Background: an optimization exercise with open tools, aiming at small area. Do not read the settings as production practice.
In this exercise RTL edits were held to simulation tests only and were not proved equivalent to the original.
No activity file was given, so power comes from the tool's default toggle rates.

==> run a: inputs <==
==> flow/design.v <==
`default_nettype none
`timescale 1ns/1ns
module wb_drv_config #(
        parameter [31:0]    BASE_ADDRESS        = 32'h0300_0000,
        parameter [31:0]    DELAY_SYNC_ADDRESS  = BASE_ADDRESS,
        parameter [31:0]    DELAY_P_ADDRESS     = BASE_ADDRESS+1,
        parameter [31:0]    DELAY_N_ADDRESS     = BASE_ADDRESS+2,
        parameter [31:0]    DRV_CURRENT         = BASE_ADDRESS+3
    ) (
        input wire      clk,
        input wire      reset,
        input wire          i_wb_cyc,        
        input wire          i_wb_stb,        
        input wire          i_wb_we,         
        input wire [31:0]   i_wb_addr,       
        input wire [31:0]   i_wb_data,       
        output reg          o_wb_ack,        
        output wire          o_wb_stall,      
        output reg [31:0]   o_wb_data,       
        output reg [15:0]   o_del_sync,      
        output reg [15:0]   o_del_sync_inv,  
        output reg [15:0]   o_del_p,         
        output reg [15:0]   o_del_p_inv,     
        output reg [15:0]   o_del_n,         
        output reg [15:0]   o_del_n_inv,     
        output reg [31:0]   o_current       
    );
    assign o_wb_stall = 0;
    always @(posedge clk) begin
        if(reset) begin
            o_del_sync      <=  'hffff_0000;
            o_del_sync_inv  <=  'h0000_ffff;
            o_del_p         <=  'hffff_0000;
            o_del_p_inv     <=  'h0000_ffff;
            o_del_n         <=  'hffff_0000;
            o_del_n_inv     <=  'h0000_ffff;
            o_current      <=  1;
        end else if(i_wb_stb && i_wb_cyc && i_wb_we && !o_wb_stall) begin
            if(i_wb_addr == DELAY_SYNC_ADDRESS) begin
                o_del_sync      <=  i_wb_data[15:0];
                o_del_sync_inv  <=  ~i_wb_data[31:16];
            end
            if(i_wb_addr == DELAY_P_ADDRESS) begin
                o_del_p         <=  i_wb_data[15:0];
                o_del_p_inv     <=  ~i_wb_data[31:16];
            end
            if(i_wb_addr == DELAY_N_ADDRESS) begin
                o_del_n         <=  i_wb_data[15:0];
                o_del_n_inv     <=  ~i_wb_data[31:16];
            end
            if(i_wb_addr == DRV_CURRENT) begin
                o_current      <=  i_wb_data;
            end
        end
    end
    always @(posedge clk) begin
        if(reset) begin
            o_wb_data   <= 0;
        end else if (i_wb_stb && i_wb_cyc && !i_wb_we && !o_wb_stall) begin
            if(i_wb_addr == DELAY_SYNC_ADDRESS) begin
                o_wb_data <= {o_del_sync, o_del_sync_inv};
            end
            if(i_wb_addr == DELAY_P_ADDRESS) begin
                o_wb_data <= {o_del_p, o_del_p_inv};
            end
            if(i_wb_addr == DELAY_N_ADDRESS) begin
                o_wb_data <= {o_del_n, o_del_n_inv};
            end
            if(i_wb_addr == DRV_CURRENT) begin
                o_wb_data <= o_current;
            end
        end
    end
    always @(posedge clk) begin
        if(reset)
            o_wb_ack <= 0;
        else
            o_wb_ack <= (i_wb_stb && !o_wb_stall && (i_wb_addr == DELAY_SYNC_ADDRESS || i_wb_addr == DELAY_P_ADDRESS || i_wb_addr == DELAY_N_ADDRESS || i_wb_addr == DRV_CURRENT));
    end
endmodule
==> flow/run.sh <==
#!/bin/bash
# synth_recipe.tcl (not shown) runs the flow's synth.tcl, then flattens the netlist and writes it again
# the make line also repeats each setting of config.mk as NAME=value (left out here)
make -C /OpenROAD-flow-scripts/flow DESIGN_CONFIG=/design/flow/config.mk WORK_HOME=/design/flow/orfs CLKGATE_MAP_FILE= SYNTH_SCRIPT=/design/flow/synth_recipe.tcl finish
==> flow/config.mk <==
export PLATFORM = sky130hd
export DESIGN_NAME = wb_drv_config
export DESIGN_NICKNAME = wb_drv_config
export VERILOG_FILES = /design/flow/design.v
export SDC_FILE = /design/flow/constraint.sdc
export NUM_CORES = 4
export LEC_CHECK = 0
export CAP_MARGIN = 20
export CORE_MARGIN = 2
export CORE_UTILIZATION = 40
export SLEW_MARGIN = 20
==> flow/constraint.sdc <==
create_clock -name core_clock -period 10.0 [get_ports {clk}]
set_input_delay 2.0000 -clock core_clock [delete_from_list [all_inputs] [get_ports {clk}]]
set_output_delay 2.0000 -clock core_clock [all_outputs]
set_load 0.01 [all_outputs]
==> run b (differences from run a) <==
==> flow/design.v, changed modules only <==
module wb_drv_config #(
        parameter [31:0]    BASE_ADDRESS        = 32'h0300_0000,
        parameter [31:0]    DELAY_SYNC_ADDRESS  = BASE_ADDRESS,
        parameter [31:0]    DELAY_P_ADDRESS     = BASE_ADDRESS+1,
        parameter [31:0]    DELAY_N_ADDRESS     = BASE_ADDRESS+2,
        parameter [31:0]    DRV_CURRENT         = BASE_ADDRESS+3
    ) (
        input wire      clk,
        input wire      reset,
        input wire          i_wb_cyc,        
        input wire          i_wb_stb,        
        input wire          i_wb_we,         
        input wire [31:0]   i_wb_addr,       
        input wire [31:0]   i_wb_data,       
        output reg          o_wb_ack,        
        output wire         o_wb_stall,      
        output wire [31:0]  o_wb_data,       
        output reg [15:0]   o_del_sync,      
        output reg [15:0]   o_del_sync_inv,  
        output reg [15:0]   o_del_p,         
        output reg [15:0]   o_del_p_inv,     
        output reg [15:0]   o_del_n,         
        output reg [15:0]   o_del_n_inv,     
        output reg [31:0]   o_current       
    );
    assign o_wb_stall = 0;
    wire hit_sync = (i_wb_addr == DELAY_SYNC_ADDRESS);
    wire hit_p    = (i_wb_addr == DELAY_P_ADDRESS);
    wire hit_n    = (i_wb_addr == DELAY_N_ADDRESS);
    wire hit_cur  = (i_wb_addr == DRV_CURRENT);
    wire hit      = hit_sync | hit_p | hit_n | hit_cur;
    wire wr = i_wb_stb & i_wb_cyc & i_wb_we;
    wire w_sync = wr & hit_sync & ~reset;
    wire w_p    = wr & hit_p    & ~reset;
    wire w_n    = wr & hit_n    & ~reset;
    wire w_cur  = wr & hit_cur  & ~reset;
    wire h_sync = ~(reset | (wr & hit_sync));
    wire h_p    = ~(reset | (wr & hit_p));
    wire h_n    = ~(reset | (wr & hit_n));
    wire h_cur  = ~(reset | (wr & hit_cur));
    wire [15:0] d_inv = ~i_wb_data[31:16] | {16{reset}};
    wire        d_c0  = i_wb_data[0] | reset;
    wire [15:0] nx_sync, nx_sync_inv, nx_p, nx_p_inv, nx_n, nx_n_inv;
    wire [31:0] nx_cur;
    wire [31:0] d_cur = {i_wb_data[31:1], d_c0};
    wire [31:0] w_cur_v = {{31{w_cur}}, ~h_cur};
    genvar i;
    generate for (i = 0; i < 16; i = i + 1) begin : g_del
        wb_drv_config_ao22 u_sync     (.a1(o_del_sync[i]),     .a2(h_sync), .b1(i_wb_data[i]), .b2(w_sync),  .x(nx_sync[i]));
        wb_drv_config_ao22 u_sync_inv (.a1(o_del_sync_inv[i]), .a2(h_sync), .b1(d_inv[i]),     .b2(~h_sync), .x(nx_sync_inv[i]));
        wb_drv_config_ao22 u_p        (.a1(o_del_p[i]),        .a2(h_p),    .b1(i_wb_data[i]), .b2(w_p),     .x(nx_p[i]));
        wb_drv_config_ao22 u_p_inv    (.a1(o_del_p_inv[i]),    .a2(h_p),    .b1(d_inv[i]),     .b2(~h_p),    .x(nx_p_inv[i]));
        wb_drv_config_ao22 u_n        (.a1(o_del_n[i]),        .a2(h_n),    .b1(i_wb_data[i]), .b2(w_n),     .x(nx_n[i]));
        wb_drv_config_ao22 u_n_inv    (.a1(o_del_n_inv[i]),    .a2(h_n),    .b1(d_inv[i]),     .b2(~h_n),    .x(nx_n_inv[i]));
    end
    for (i = 0; i < 32; i = i + 1) begin : g_cur
        wb_drv_config_ao22 u_cur      (.a1(o_current[i]),      .a2(h_cur),  .b1(d_cur[i]),     .b2(w_cur_v[i]), .x(nx_cur[i]));
    end endgenerate
    always @(posedge clk) begin
        o_del_sync     <= nx_sync;
        o_del_sync_inv <= nx_sync_inv;
        o_del_p        <= nx_p;
        o_del_p_inv    <= nx_p_inv;
        o_del_n        <= nx_n;
        o_del_n_inv    <= nx_n_inv;
        o_current      <= nx_cur;
    end
    localparam CONSEC = (DELAY_SYNC_ADDRESS[1:0] == 2'd0) &&
                        (DELAY_P_ADDRESS == DELAY_SYNC_ADDRESS + 1) &&
                        (DELAY_N_ADDRESS == DELAY_SYNC_ADDRESS + 2) &&
                        (DRV_CURRENT     == DELAY_SYNC_ADDRESS + 3);
    reg [1:0] rd_sel;
    generate if (CONSEC) begin : g_sel_addr
        always @(posedge clk)
            rd_sel <= i_wb_addr[1:0];
    end else begin : g_sel_hit
        always @(posedge clk)
            rd_sel <= hit_cur ? 2'd3 : hit_n ? 2'd2 : hit_p ? 2'd1 : 2'd0;
    end endgenerate
    wire [3:0] rd_hot = 4'b0001 << rd_sel;
    wire [31:0] rd_sync = {o_del_sync, o_del_sync_inv};
    wire [31:0] rd_p    = {o_del_p, o_del_p_inv};
    wire [31:0] rd_n    = {o_del_n, o_del_n_inv};
    generate for (i = 0; i < 32; i = i + 1) begin : g_rd
        wb_drv_config_ao2222 u_rd (.s(rd_hot), .d({o_current[i], rd_n[i], rd_p[i], rd_sync[i]}), .x(o_wb_data[i]));
    end endgenerate
    always @(posedge clk) begin
        if(reset)
            o_wb_ack <= 0;
        else
            o_wb_ack <= i_wb_stb & hit;
    end
endmodule
module wb_drv_config_ao22 (
        input wire  a1,
        input wire  a2,
        input wire  b1,
        input wire  b2,
        output wire x
    );
    assign x = (a1 & a2) | (b1 & b2);
endmodule
module wb_drv_config_ao2222 (
        input wire [3:0] s,
        input wire [3:0] d,
        output wire      x
    );
    assign x = |(s & d);
endmodule
==> flow/flow/run.sh (new file) <==
#!/bin/bash
# The standard layout, with the port buffers that buffer_ports inserts made of
# the smallest buffer cell instead of the default clkdlybuf4s50_1.
set -euo pipefail
export BUFFER_PORTS_ARGS="-buffer_cell sky130_fd_sc_hd__buf_1"
bash standard.sh > standard.log 2>&1
==> flow/standard.sh (new file) <==
#!/bin/bash
# synth_recipe.tcl (not shown) runs the flow's synth.tcl, then flattens the netlist and writes it again
# the make line also repeats each setting of config.mk as NAME=value (left out here)
make -C /OpenROAD-flow-scripts/flow DESIGN_CONFIG=/design/flow/config.mk WORK_HOME=/design/flow/orfs CLKGATE_MAP_FILE= SYNTH_SCRIPT=/design/flow/synth_recipe.tcl "${@:-finish}"
--- a/flow/config.mk
+++ b/flow/config.mk
@@ -10,2 +10,3 @@
 export CORE_UTILIZATION = 40
 export SLEW_MARGIN = 20
+export SYNTH_HIERARCHICAL = 1
removed: flow/run.sh
==> summary.txt <==
Worst setup path
  • Critical Path AT: 5.31 ns
  • Reg2reg path depth: 4
  • Delay of the slowest critical-path stage: 1.06 ns
  • Critical path, cell by cell: clkdlybuf4s50_1 -> or4b_1 -> or4_4 -> or4_2 -> o31ai_1

Outcome
  • Status: timing/DRC/antenna clean

Route
  • Detailed-route via count: 6700
  • WL final: 26.5 mm

Clocking
  • Worst skew pair latency: 0.43 ns

Timing
  • Post-layout min period: roughly 5.0 ns
  • Fmax: 201 MHz

Floorplan
  • Die Wd: 138 um

Logic synthesis
  • Area contributors post-synth: dfxtp_1 45%, mux2i_1 16%, nand2_1 4.2%

Cells and area
  • Leading cell type in the layout, fill and taps excluded: clkdlybuf4s50_1

GRT
  • First-pass GRT wire length: 39.8 mm

Power
  • Seq. pwr: 641 uW
Source of the figures above: run a

==> summary.txt <==
Timing
  • Worst setup margin: 5.62 ns
  • Fmax: around 230 MHz
  • Slew Viols, Final: 0
  • Count of final setup violators: 0

Worst setup path
  • Critical path, cell by cell: and2_1 -> buf_4 -> a22oi_1 -> nand2_1 -> buf_1
  • Critical Path AT: 2.38 ns
  • Delay of the slowest critical-path stage: roughly 0.7 ns
  • Reg2reg path depth: 1

Logic synthesis
  • Largest family of logic cells by synthesized area: compound AO/OA/AOI/OAI gates
  • Area contributors post-synth: dfxtp_1 55%, a22o_1 24%, a22oi_1 10%
  • Synth Area in Compound Gates: 35.1%

Cells and area
  • Area of the multi-input gates: 2160 um2
  • Leading cell type in the layout, fill and taps excluded: buf_1

Min path
  • Worst min path class: reg2reg

GRT
  • First-pass GRT wire length: approximately 25 mm
  • Initial antenna violation count: 0

Power
  • Seq. pwr: between 500 and 600 uW

Floorplan
  • Die Wd: 113 um

Outcome
  • Status: timing/DRC/antenna clean

Clocking
  • Worst skew pair latency: around 0.4 ns
Source of the figures above: run b

## what the ideal ports hide
The flow's constraints put no driver on any port. The routed layouts listed below were extracted and timed again, unchanged, in two steps. Step 1 (the two cells are an assumption about what drives the block):
set clk [get_ports {clk}]
set_driving_cell -lib_cell sky130_fd_sc_hd__clkbuf_16 $clk
set_driving_cell -lib_cell sky130_fd_sc_hd__buf_2 [delete_from_list [all_inputs] $clk]
Step 2 adds t to the input delays and takes it off the output delays; t is the mean of the earliest and latest rising clock arrival at the registers after step 1. Input paths then give back, and output paths get back, about the clock's delay inside the block. a / b / c = no drivers / after step 1 / after step 2; a / b = the first two.
| run | shift t [ns] | setup slack, ns | worst register clock-pin slew, ns | worst data-port slew with drivers (ns) | pins driven straight from the clock port |
|---|---|---|---|---|---|
| run a | 0.468 | 5.027 / 5.045 / 4.577 | 0.06 / 0.06 | 0.08 | 1 |
| run b | 0.437 | 5.621 / 5.581 / 5.754 | 0.06 / 0.06 | 0.05 | 1 |
After both steps setup and hold are still met in every run listed. The setup slack of run a, which loses most, moves by +0.018 ns with the drivers and by -0.450 ns with both steps.
